This is an optimization exercise on Yosys and OpenROAD, whose aim is small area, not a production implementation. The RTL was checked by simulation tests, not by an equivalence proof against the original design. Power is estimated from default activity; no workload was simulated.

<file path="flow/config.mk">
export PLATFORM = sky130hd
export DESIGN_NAME = top
export DESIGN_NICKNAME = top
export VERILOG_FILES = /design/flow/design.v
export SDC_FILE = /design/flow/constraint.sdc
export NUM_CORES = 4
export LEC_CHECK = 0
export CAP_MARGIN = 20
export CORE_MARGIN = 2
export CORE_UTILIZATION = 40
export SLEW_MARGIN = 20
</file>
<file path="flow/constraint.sdc">
create_clock -name core_clock -period 10.0 [get_ports {clock}]
set_input_delay 2.0000 -clock core_clock [delete_from_list [all_inputs] [get_ports {clock}]]
set_output_delay 2.0000 -clock core_clock [all_outputs]
set_load 0.01 [all_outputs]
</file>
<file path="flow/design.v">
module top(reset, en, clock, ps2clk, ps2data, h_sync, v_sync, r, g, b);
  input reset, en, clock, ps2clk, ps2data;
  output h_sync, v_sync;
  output [2:0] r;
  output [2:0] g;
  output [2:0] b;
  genvar k;
  reg [1:0] dc;
  always @(posedge clock or posedge reset)
    if (reset) dc <= 2'd0;
    else dc <= {dc[1] ^ (dc[0] & en), dc[0] ^ en};
  wire tick = en & ~dc[1] & dc[0];
  reg [3:0] ks;
  reg [3:0] ks_n;
  always @(*)
    case (ks)
      4'd0, 4'd1, 4'd2, 4'd3: ks_n = ps2clk ? ks + 4'd1 : 4'd0;
      4'd4:                   ks_n = ps2clk ? 4'd4 : 4'd5;
      4'd5, 4'd6, 4'd7:       ks_n = ps2clk ? 4'd1 : ks + 4'd1;
      default:                ks_n = ps2clk ? 4'd1 : 4'd0;
    endcase
  always @(posedge clock or posedge reset)
    if (reset) ks <= 4'd0;
    else if (tick) ks <= ks_n;
  wire fe = tick & ks[3];
  reg [3:0] cnt;
  reg       f0;
  reg [2:0] cc;
  reg       par;
  wire start = ~cnt[3] & cnt[1];
  wire last  = ~cnt[3] & ~cnt[1] & cnt[0];
  wire [2:0] d = cnt[2:0];
  reg e1;
  always @(*)
    case (d)
      3'd0: e1 = 1'b1;
      3'd1: e1 = cc[0];
      3'd2: e1 = ~(cc[0] | cc[2]);
      3'd3: e1 = cc[2];
      3'd4: e1 = ~cc[2];
      3'd5: e1 = 1'b1;
      3'd6: e1 = ~(cc[2] & cc[1]);
      default: e1 = 1'b0;
    endcase
  wire e = f0 ? e1 : d[2];
  wire mis = (ps2data ^ e) & ~(cc[1] & cc[0]);
  reg [2:0] t;
  always @(*)
    if (!f0) t = 3'b011;
    else case ({cc, d})
      {3'b000, 3'd0}: t = 3'b001;
      {3'b000, 3'd1}: t = 3'b100;
      {3'b000, 3'd3}: t = 3'b110;
      {3'b001, 3'd1}: t = 3'b010;
      {3'b100, 3'd6}: t = 3'b101;
      default:        t = 3'b011;
    endcase
  wire [2:0] cn = start  ? {3{ps2data}} :
                  cnt[3] ? (mis ? t : cc) :
                  cc | {3{~(par ^ ps2data)}};
  always @(posedge clock)
    if (fe) begin
      cc  <= cn;
      par <= (start ? 1'b0 : par) ^ ps2data;
    end
  wire good = ~(cc[2] & cc[1] & cc[0]) & ps2data;
  wire rel  = fe & last & good & f0;
  always @(posedge clock or posedge reset)
    if (reset) begin
      cnt <= 4'b0111;
      f0  <= 1'b0;
    end else if (fe) begin
      cnt <= last ? 4'b0111 : cnt + 4'd1;
      if (last & good) f0 <= ~f0 & (cc == 3'b000);
    end
  wire hu = (cc == 3'b000), hd = (cc == 3'b001);
  wire wu = (cc == 3'b100), wd = (cc == 3'b010);
  wire ft = (cc == 3'b101), it = (cc == 3'b110);
  localparam [25:0] LR = 26'h30a1746;
  localparam [25:0] LD = 26'h3850ba3;
  reg [25:0] lf;
  reg        blink;
  wire       lwrap = (lf == LD);
  always @(posedge clock or posedge reset)
    if (reset) begin
      lf    <= LR;
      blink <= 1'b0;
    end else begin
      lf    <= {lf[24:0], ~(lf[25] ^ lf[5] ^ lf[1] ^ lf[0]) ^ lwrap};
      blink <= blink ^ lwrap;
    end
  reg f, i;
  always @(posedge clock or posedge reset)
    if (reset) begin
      f <= 1'b0;
      i <= 1'b0;
    end else begin
      f <= f ^ (rel & ft);
      i <= i ^ (rel & it);
    end
  reg       sx, sy;
  reg [6:0] xq;
  reg [5:0] yq;
  reg [2:0] xr, yr;
  wire xr0 = ~xr[2] & ~xr[0];
  wire xr3 =  xr[2] &  xr[0];
  wire xr4 =  xr[2] & ~xr[0];
  wire yr0 = ~yr[2] & ~yr[0];
  wire yr3 =  yr[2] &  yr[0];
  wire yr4 =  yr[2] & ~yr[0];
  wire xturn = sx & (xq == 7'd0) & xr3;      
  wire xend  = ~sx & xq[6] & xr4;            
  wire yturn = sy & (yq == 6'd0) & yr3;      
  wire yend  = ~sy & yq[5] & yq[3] & yr4;    
  wire xwrap = tick & xend;
  wire ywrap = xwrap & yend;
  wire xstep = tick & ~xend & ~xturn;
  wire ystep = xwrap & ~yend & ~yturn;
  wire [7:0] xc; assign xc[0] = xstep & (sx ? xr0 : xr4);
  wire [6:0] yc; assign yc[0] = ystep & (sy ? yr0 : yr4);
  generate
    for (k = 0; k < 7; k = k + 1) begin : gx
      assign xc[k+1] = xc[k] & (xq[k] ^ sx);
    end
    for (k = 0; k < 6; k = k + 1) begin : gy
      assign yc[k+1] = yc[k] & (yq[k] ^ sy);
    end
  endgenerate
  always @(posedge clock or posedge reset)
    if (reset) begin
      sx <= 1'b1; xq <= 7'd96; xr <= 3'b000;    
      sy <= 1'b1; yq <= 6'd49; yr <= 3'b110;    
    end else begin
      if (xwrap) begin
        sx <= 1'b1; xq <= 7'd96; xr <= 3'b000;
      end else begin
        if (tick & xturn) sx <= 1'b0;
        xq <= xq ^ xc[6:0];
        if (xstep) xr <= sx ? {~xr[0], xr[2] | ~xr[0], xr[1]}
                            : {xr[1] & xr[0], xr[0], ~xr[2]};
      end
      if (ywrap) begin
        sy <= 1'b1; yq <= 6'd49; yr <= 3'b110;
      end else begin
        if (xwrap & yturn) sy <= 1'b0;
        yq <= yq ^ yc[5:0];
        if (ystep) yr <= sy ? {~yr[0], yr[2] | ~yr[0], yr[1]}
                            : {yr[1] & yr[0], yr[0], ~yr[2]};
      end
    end
  reg [5:0] mn, nn;          
  wire [5:0] m = ~mn;
  wire [5:0] n = ~nn;
  wire m_max = m[5] & m[4] & m[3] & m[2];          
  wire m_min = (m[5:2] == 4'd0) & ~(m[1] & m[0]);  
  wire n_max = n[5] & n[2] & n[1];                 
  wire n_min = (n[5:2] == 4'd0) & ~(n[1] & n[0]);
  wire mch = rel & ((wu & ~m_max) | (wd & ~m_min));
  wire nch = rel & ((hu & ~n_max) | (hd & ~n_min));
  wire [6:0] mc; assign mc[0] = mch;
  wire [6:0] nc; assign nc[0] = nch;
  generate
    for (k = 0; k < 6; k = k + 1) begin : gm
      assign mc[k+1] = mc[k] & (m[k] ^ ~wu);
      assign nc[k+1] = nc[k] & (n[k] ^ ~hu);
    end
  endgenerate
  always @(posedge clock or posedge reset)
    if (reset) begin
      mn <= ~6'd4;
      nn <= ~6'd4;
    end else begin
      mn <= mn ^ mc[5:0];
      nn <= nn ^ nc[5:0];
    end
  wire [6:0] mx = {1'b0, m};
  wire [7:0] ox; assign ox[0] = 1'b1;
  wire [7:0] ix; assign ix[0] = xr0;
  wire [6:0] oy; assign oy[0] = 1'b1;
  wire [6:0] iy; assign iy[0] = yr0;
  generate
    for (k = 0; k < 7; k = k + 1) begin : gcx
      assign ox[k+1] = (mx[k] & ~xq[k]) | ((mx[k] | ~xq[k]) & ox[k]);
      assign ix[k+1] = (mx[k] & ~xq[k]) | ((mx[k] | ~xq[k]) & ix[k]);
    end
    for (k = 0; k < 6; k = k + 1) begin : gcy
      assign oy[k+1] = (n[k] & ~yq[k]) | ((n[k] | ~yq[k]) & oy[k]);
      assign iy[k+1] = (n[k] & ~yq[k]) | ((n[k] | ~yq[k]) & iy[k]);
    end
  endgenerate
  wire outline = ox[7] & oy[6] & ~(ix[7] & iy[6]);
  wire blank = (sx & ((xq > 7'd64) | ((xq == 7'd64) & ~xr0))) |
               (sy & ((yq > 6'd40) | ((yq == 6'd40) & ~yr0)));
  wire inv = (f & blink) | i;
  wire p1 = ~blank & (outline ? ~inv : i);
  wire p0 = ~blank & (outline ?  inv : i);
  assign r = {p1, p0, p0};
  assign g = {p1, p1, p0};
  assign b = {p1, p0, p0};
  assign h_sync = ~(sx & (((xq == 7'd73) & xr4) | ((xq >= 7'd74) & (xq <= 7'd92))));
  assign v_sync = sy & (yq == 6'd47) & yr[0] & ~yr[2];
endmodule
</file>
<file path="flow/flow/run.sh">
#!/bin/bash
# Layout flow: the standard flow (standard.sh) with three changes.
#  - Synthesis is synth_recipe.tcl unchanged except that ABC maps the
#    combinational logic with an area-oriented script (area.abc) instead of
#    the speed script; registers are mapped exactly as in the standard flow.
#  - The ports get single-strength buffers (buf_1).
#  - The clock tree is built from clkbuf_8 cells, without dummy loads.
set -euo pipefail
here=$(pwd)
export AREA_ABC_SCRIPT="$here/flow/area.abc"
export FLOW_SYNTH_TCL="$here/synth_recipe.tcl"
export BUFFER_PORTS_ARGS="-buffer_cell sky130_fd_sc_hd__buf_1"
export CTS_ARGS="-repair_clock_nets -buf_list sky130_fd_sc_hd__clkbuf_8 -dont_use_dummy_load"
sed "s#SYNTH_SCRIPT=[^ ]*#SYNTH_SCRIPT=$here/flow/area_synth.tcl#" standard.sh > area_standard.sh
grep -q "SYNTH_SCRIPT=$here/flow/area_synth.tcl" area_standard.sh
bash area_standard.sh > standard.log 2>&1
</file>
<file path="flow/flow/area.abc">
strash
&get -n
&deepsyn -J 200 -T 300
&put
dch -f
amap
</file>
<file path="flow/flow/area_synth.tcl">
# synth_recipe.tcl with one change: the abc call uses the script in
# $AREA_ABC_SCRIPT (area-oriented) in place of ORFS's speed script.
proc abc {args} {
  set i [lsearch -exact $args -script]
  if { $i >= 0 } { lset args [expr {$i + 1}] $::env(AREA_ABC_SCRIPT) }
  yosys abc {*}$args
}
source $::env(FLOW_SYNTH_TCL)
</file>
<file path="flow/standard.sh">
#!/bin/bash
# synth_recipe.tcl (not shown) runs the flow's synth.tcl, then flattens the netlist and writes it again
# the make line also repeats each setting of config.mk as NAME=value (left out here)
make -C /OpenROAD-flow-scripts/flow DESIGN_CONFIG=/design/flow/config.mk WORK_HOME=/design/flow/orfs CLKGATE_MAP_FILE= SYNTH_SCRIPT=/design/flow/synth_recipe.tcl "${@:-finish}"
</file>
==> impl_results.md, run 1 <==
* Status: timing/DRC/antenna clean
* CTS Sinks at 77
* Required @ worst endpoint at between 10 and 15 ns
* YS warnings at 1
* Die Ht at approximately 100 µm
* Cell repeated most along the worst path: nand2_1
* Worst VDD drop at between 100 and 150 µV
* CP arrival at between 5 and 6 ns
* WS Path Type: in -> reg
* Leading area contributor after synthesis: dfrtp_1
* Worst Tran Pin Value at approximately 0.96 ns
* Placeable core area at 0.00933 mm²
* CP max stage delay at 0.56 ns
* Antenna-violating nets left at 0
* Yosys cell types at 37
* Max-slew headroom at 0.356
* Layout cells sized above 1 at 0.0952
* Register bit total from synthesis at 77
* Inserted Clock Buffers at 9
* Wire length per cell at 13.3 µm
* CTS Hold Bufs at 0
* # resized after CTS at 0
* Remaining DRCs at 0
* Top-count cell post-synth: nor2_1
* DP Wirelength at 5910 µm
* PwrDens at 198 mW/mm²
* Syn Std Cell Area at a little under 0.004 mm²
* Final Max Tran Viols at 0
* Drt initial violations at 159
* Finished Core Util at 0.447
* FMAX at just under 200 MHz
* Minimum clock period at roughly 5.2 ns
* FP Rows at 35
* Initial antenna violation count at 0
* Final Hold Vio Count at 0
* Syn_nets at 461
* Area of the die at 0.0105 mm²
* ANT cells at 0
* Largest net degree at the start of global routing at 59
* Post-synthesis sequential area ratio at 0.511
* Crit-path slowest cell: a2111oi_0
* Final WL at ~7900 µm
* Max Clock Skew at ~0.015 ns
* Die width at 103 µm
* Max Root-Sink Buffers at 2
* CTS tree: done
* Port Buf Inserts at 15
* Asr flop ratio synth at 0.948
* Mean Syn Cell Area at slightly below 9 µm²
* Post-CTS setup buffer count at 0
* Clock latency on the worst-skew pair at between 0.3 and 0.4 ns
* First-pass GRT wire length at between 10000 and 15000 µm
* Initial Utilization at 0.417
* Final Cycle Share at 0.518
* Startpoint types: primary input
* HP Class: reg -> reg
* Max-Cap Viols at 0
* Routed via count at 3139
* Worst-path clk slew at approximately 0.080 ns
* Setup TNS Final at 0 ns
* DR vias/cell at 5.31
* GRT Total Usage at 0.166
* DR pass1 iterations at 4
* IO Pins at 16
* Vias in the first global route at 3031
* Post-Synthesis Cells at approximately 450
* Root Buffer: clkbuf_8
* Post-synth EDFFs at 4
* Post-synth top cells: nor2_1, clkinv_1, dfrtp_1
* Dominant synthesized flop cell: dfrtp_1
* GP Congestion at 0.881
* CP Max Fanout at 9
* Final setup viols at 0
* Synth top area share at 0.257
* CTS H-tree depth at 3
* Critical path cell sequence: buf_1 > nand2_1 > nor2_1 > clkinv_1 > nor2_1 > nand2_1 > nor3_1 > nand2_1 > a2111oi_0 > o221ai_1 > nor2_1 > o221ai_1 > clkinv_1 > nand2_1 > o21a_1
* Ranking of synthesized cells by area: dfrtp_1, dfstp_2, nor2_1, clkinv_1, o21ai_0
* Grt total ovfl at 0
* Final #Nets at about 480
* P_leak at 1.53 nW
* Crit. End Element: flop
* Synthesis-to-layout area growth at 7.24%
* RSZ-0062 raised after global routing: no
==> cell type report <==
cell class / instances / area, µm²
Clock buffer: 9 / 124
Tap cell: 129 / 161
Timing Repair Buffer: 16 / 63.8
Fill cell: 942 / 5160
Multi-Input combinational cell: 294 / 1580
Inverter: 66 / 248
Sequential cell: 77 / 1990
==> worst max-delay path: cells and delay by family <==
kind,cells,cell delay [ns]
AOI/OAI and AO/OA,4,1.17
and+or+nand+nor,8,1.81
buffers and inverters,3,0.44
==> report_power, final <==
| part | internal [mW] | switching (mW) |
|---|---|---|
| logic | 0.0856 | 0.144 |
| clock network | 0.0804 | 0.0968 |
| registers | 0.366 | 0.0503 |
==> final timing paths <==
kind | startpoint | to | slack [ns] | depth (start not counted)
hold / removal | lf[9] | lf[10] | 0.37 | 0
setup / recovery | en | nn[4] | 4.82 | 15
max in group asynchronous | reset | lf[23] | 7.38 | 3
setup reg to reg | dc[1] | nn[4] | 6.21 | 13
hold reg to reg | lf[9] | lf[10] | 0.37 | 0
min in group asynchronous | reset | dc[1] | 1.60 | 2
==> metal layers <==
metal	GRT usage	wire, µm	up-vias
met3	0.0414	262	9
met5	0	0	-
met1	0.206	3600	1489
li1	-	-	1581
met2	0.284	3940	60
met4	0.0503	86	0
==> cells by family (layout without fill, tap and decap cells) <==
logic type / count (synthesis) / in the layout / synth area share
AND/OR/NAND/NOR: 160 / 160 / 0.178
AO/OA/AOI/OAI: 123 / 123 / 0.195
flip-flops: 77 / 77 / 0.511
buffers and inverters: 75 / 91 / 0.0811
adder cells (fa/ha/maj): 10 / 10 / 0.0322
XOR/XNOR: 1 / 1 / 0.00225
==> through the flow <==
stage | instances | hold WS [ns] | power (mW) | cell area (µm²) | worst slack, ns
finish | 591 | 0.369 | 0.823 | 4170 | 4.82
global route | 591 | 0.377 | 0.891 | 4170 | 4.37
CTS | 591 | 0.369 | 0.834 | 4170 | 4.83
detailed placement | 582 | 0.356 | 0.651 | 4050 | 4.48
global placement | 582 | 0.360 | 0.648 | 4050 | 4.63
floorplan | 446 | 0.346 | 0.592 | 3890 | 5.28
==> registers in the layout, summed over array words and instances, names as in the netlist, 2 cells and up <==
signal and count:
cc 3, cnt 4, dc 2, ks 4
lf 26, mn 6, nn 6, xq 7
xr 3, yq 6, yr 3
==> layout by cell type (no fill, tap or decap), types with 2 or more instances in the layout <==
master and count:
or3_1 2, o22ai_1 12, a21oi_1 32, ha_1 10
nand4bb_1 2, o21a_1 5, or4_1 2, a31oi_1 6
nor4b_1 2, edfxtp_1 4, o21ai_0 38, o221ai_1 7
dfrtp_1 40, nor3_1 19, nand4_1 2, nand2_1 37
nor4_1 3, a2111oi_0 2, a222oi_1 2, dfstp_2 33
a22oi_1 4, nor2_1 78, clkinv_1 65, buf_1 15
a211oi_1 6, nand3_1 12, clkbuf_8 9
==> run 2: changes to the inputs <==
--- a/flow/flow/run.sh
+++ b/flow/flow/run.sh
@@ -10,7 +10,7 @@
 export AREA_ABC_SCRIPT="$here/flow/area.abc"
 export FLOW_SYNTH_TCL="$here/synth_recipe.tcl"
 export BUFFER_PORTS_ARGS="-buffer_cell sky130_fd_sc_hd__buf_1"
-export CTS_ARGS="-repair_clock_nets -buf_list sky130_fd_sc_hd__clkbuf_8 -dont_use_dummy_load"
+export CTS_ARGS="-sink_clustering_enable -repair_clock_nets -buf_list sky130_fd_sc_hd__clkbuf_8 -dont_use_dummy_load -num_static_layers 1 -sink_clustering_levels 2"
 sed "s#SYNTH_SCRIPT=[^ ]*#SYNTH_SCRIPT=$here/flow/area_synth.tcl#" standard.sh > area_standard.sh
 grep -q "SYNTH_SCRIPT=$here/flow/area_synth.tcl" area_standard.sh
 bash area_standard.sh > standard.log 2>&1
==> impl_results.md, run 2 <==
* Remaining DRCs at 0
* Final #Nets at ~480
* WS Path Type: in -> reg
* Final WL at 7910 µm
* Mean Syn Cell Area at 8.72 µm²
* # resized after CTS at 0
* Dominant synthesized flop cell: dfrtp_1
* Top-count cell post-synth: nor2_1
* CP arrival at around 5.5 ns
* Final setup viols at 0
* Placement Cell Area at 0.00405 mm²
* Status: timing/DRC/antenna clean
* Initial Utilization at 0.417
* Final Max Tran Viols at 0
* Post-route cell area at approximately 0.0042 mm²
* Most Used Layer, Global Route: met2
* Syn Std Cell Area at about 0.004 mm²
* DR pass1 iterations at 4
* Worst VDD drop at 102 µV
* Final Hold Vio Count at 0
* GRT Total Usage at 0.166
* Final Cycle Share at 0.520
* Post-CTS setup buffer count at 0
* CTS tree: done
* First-pass GRT wire length at 13800 µm
* Asr flop ratio synth at 0.948
* R2r worst-path depth at 13
* Clock latency on the worst-skew pair at 0.34 ns
* GR met2 Demand/Resource at 0.287
* Hold_ws at 0.369 ns
* CTS Hold Bufs at 0
* Pre-CTS setup slack at 4.48 ns
* Root Buffer: clkbuf_8
* Die width at 103 µm
* Die Ht at about 100 µm
* Wire length per cell at 13.4 µm
* Met1 usage at 0.206
* Critical R2R Launch: dc[1]
* Leading area contributor after synthesis: dfrtp_1
* Hold endpoint: lf[10]
* Max-Cap Viols at 0
* Post-synth top cells: nor2_1, clkinv_1, dfrtp_1
* Required @ worst endpoint at approximately 10 ns
* YS warnings at 1
* Setup ws final at approximately 4.8 ns
* Initial antenna violation count at 0
* Register bit total from synthesis at 77
* Max Clock Skew at 0.0141 ns
* Setup TNS Final at 0 ns
* Synth top area share at 0.257
* Register-to-register path setup slack at 6.20 ns
* P_leak at about 1.5 nW
* Routed via count at 3127
* DR vias/cell at between 5 and 6
* Max-slew headroom at 0.356
* Reg-to-reg endpoint: nn[4]
* Yosys cell types at 37
* Worst-path clk slew at approximately 0.08 ns
* FMAX at between 150 and 200 MHz
* ANT cells at 0
* RSZ-0062 raised after global routing: no
* FP Rows at 35
* GP Congestion at between 0.8 and 0.9
* Antenna-violating nets left at 0
* Largest Register: lf
* Post-synthesis sequential area ratio at 0.511
* Met3 Track Usage GR at 0.0414
* PwrDens at just under 200 mW/mm²
* Max reg flops at 26
* Drt initial violations at 178
* Placeable core area at about 0.0093 mm²
* Hold path start: lf[9]
* Post-synth EDFFs at 4
* Worst hold path stage count at 0
* Max Root-Sink Buffers at 2
* CP Max Fanout at 9
* CTS H-tree depth at 3
* Minimum clock period at approximately 5.2 ns
* Most frequent cells in the layout: nor2_1, clkinv_1, dfrtp_1
* Syn_nets at between 400 and 500
* Worst Tran Pin Value at 0.957 ns
* Grt total ovfl at 0
* Inserted Clock Buffers at 9
* HP Class: reg -> reg
* Post-Synthesis Cells at around 450
* Commonest non-fill, non-tap cell in the layout: nor2_1
* Ranking of synthesized cells by area: dfrtp_1, dfstp_2, nor2_1, clkinv_1, o21ai_0
* Port Buf Inserts at 15
* Crit. End Element: flop
* Vias in the first global route at 3047
* IO Pins at 16
* Largest registers: lf (26), xq (7)
* Area of the die at roughly 0.011 mm²
* Largest net degree at the start of global routing at ~60
* Synthesis-to-layout area growth at 7.24%
* DP Wirelength at slightly below 6000 µm
* CTS Sinks at 77
* Startpoint types: primary input
* Layout cells sized above 1 at 0.0952
## run 2: where the power goes
| part | switching (mW) | internal (mW) |
|---|---|---|
| Clock | 0.0967 | 0.0804 |
| Combinational | 0.144 | 0.0855 |
| Sequential | 0.0505 | 0.366 |
| Total | 0.292 | 0.532 |
## run 2: area by class of cell
type / instances / area, µm²
Fill cell: 941 / 5160
Sequential cell: 77 / 1990
Multi-Input combinational cell: 294 / 1580
Inverter: 66 / 248
Tap cell: 129 / 161
Clock buffer: 9 / 124
Timing Repair Buffer: 16 / 63.8
## run 2: critical path, stage by stage
cell and delay [ns]:
buf_1 0.09, nand2_1 0.05, nor2_1 0.40, clkinv_1 0.26
nor2_1 0.41, nand2_1 0.16, nor3_1 0.31, nand2_1 0.15
a2111oi_0 0.56, o221ai_1 0.32, nor2_1 0.28, o221ai_1 0.19
clkinv_1 0.10, nand2_1 0.06, o21a_1 0.11
## run 2: metal layers
layer / part of all wire / wire length (µm)
met4: 0.012 / 92
met1: 0.46 / 3610
met5: 0 / 0
met3: 0.034 / 270
met2: 0.50 / 3930
## run 2: cells by family (layout without fill, tap and decap cells)
group / after synthesis / in the layout / synth area share
AOI/OAI and AO/OA: 123 / 123 / 0.195
xor gates and xnor gates: 1 / 1 / 0.00225
adders and majority gates: 10 / 10 / 0.0322
buffers and inverters: 75 / 91 / 0.0811
DFF: 77 / 77 / 0.511
and+or+nand+nor: 160 / 160 / 0.178
## run 2: worst max path at each step
stage | slack (ns) | cells past startpoint | startpoint | endpoint
after global placement | 4.63 | 15 | en | nn[4]
after global routing | 4.37 | 15 | en | nn[4]
after detailed placement | 4.48 | 15 | en | nn[4]
final | 4.80 | 15 | en | nn[4]
after floorplan | 5.28 | 14 | en | nn[4]
after CTS | 4.82 | 15 | en | nn[4]
## run 2: through the flow
stage | util | total power, mW | std cells
floorplan | - | 0.592 | 446
global placement | 0.434 | 0.648 | 582
detailed placement | 0.434 | 0.651 | 582
CTS | 0.447 | 0.834 | 591
global route | 0.447 | 0.892 | 591
finish | 0.447 | 0.824 | 591

[re-timing with driven ports]
How much do the figures lean on ideal ports? The routed layouts below were timed once more, with nothing changed but the port constraints. Step 1, drivers: a clkbuf_16 drives clock and a buf_2 each remaining input, both assumed. Step 2 moves the port delays by t, midway between the first and last clock arrival at a register: inputs arrive t later, outputs are due t later. That takes back most of the time a late clock gives input paths. Three values: no drivers, after step 1, after step 2; two values: the first two.
run | t, ns | slack for setup (ns) | worst setup path after step 2 | latest minus earliest clock arrival (ns)
run 1 | 0.362 | 4.817 / 4.826 / 4.464 | input to register | 0.024 / 0.024
run 2 | 0.364 | 4.803 / 4.812 / 4.447 | input to register | 0.023 / 0.023
After both steps every run listed still meets setup and hold. For run 2, which loses most, drivers alone change the setup slack by +0.009 ns; drivers and shift together by -0.356 ns.
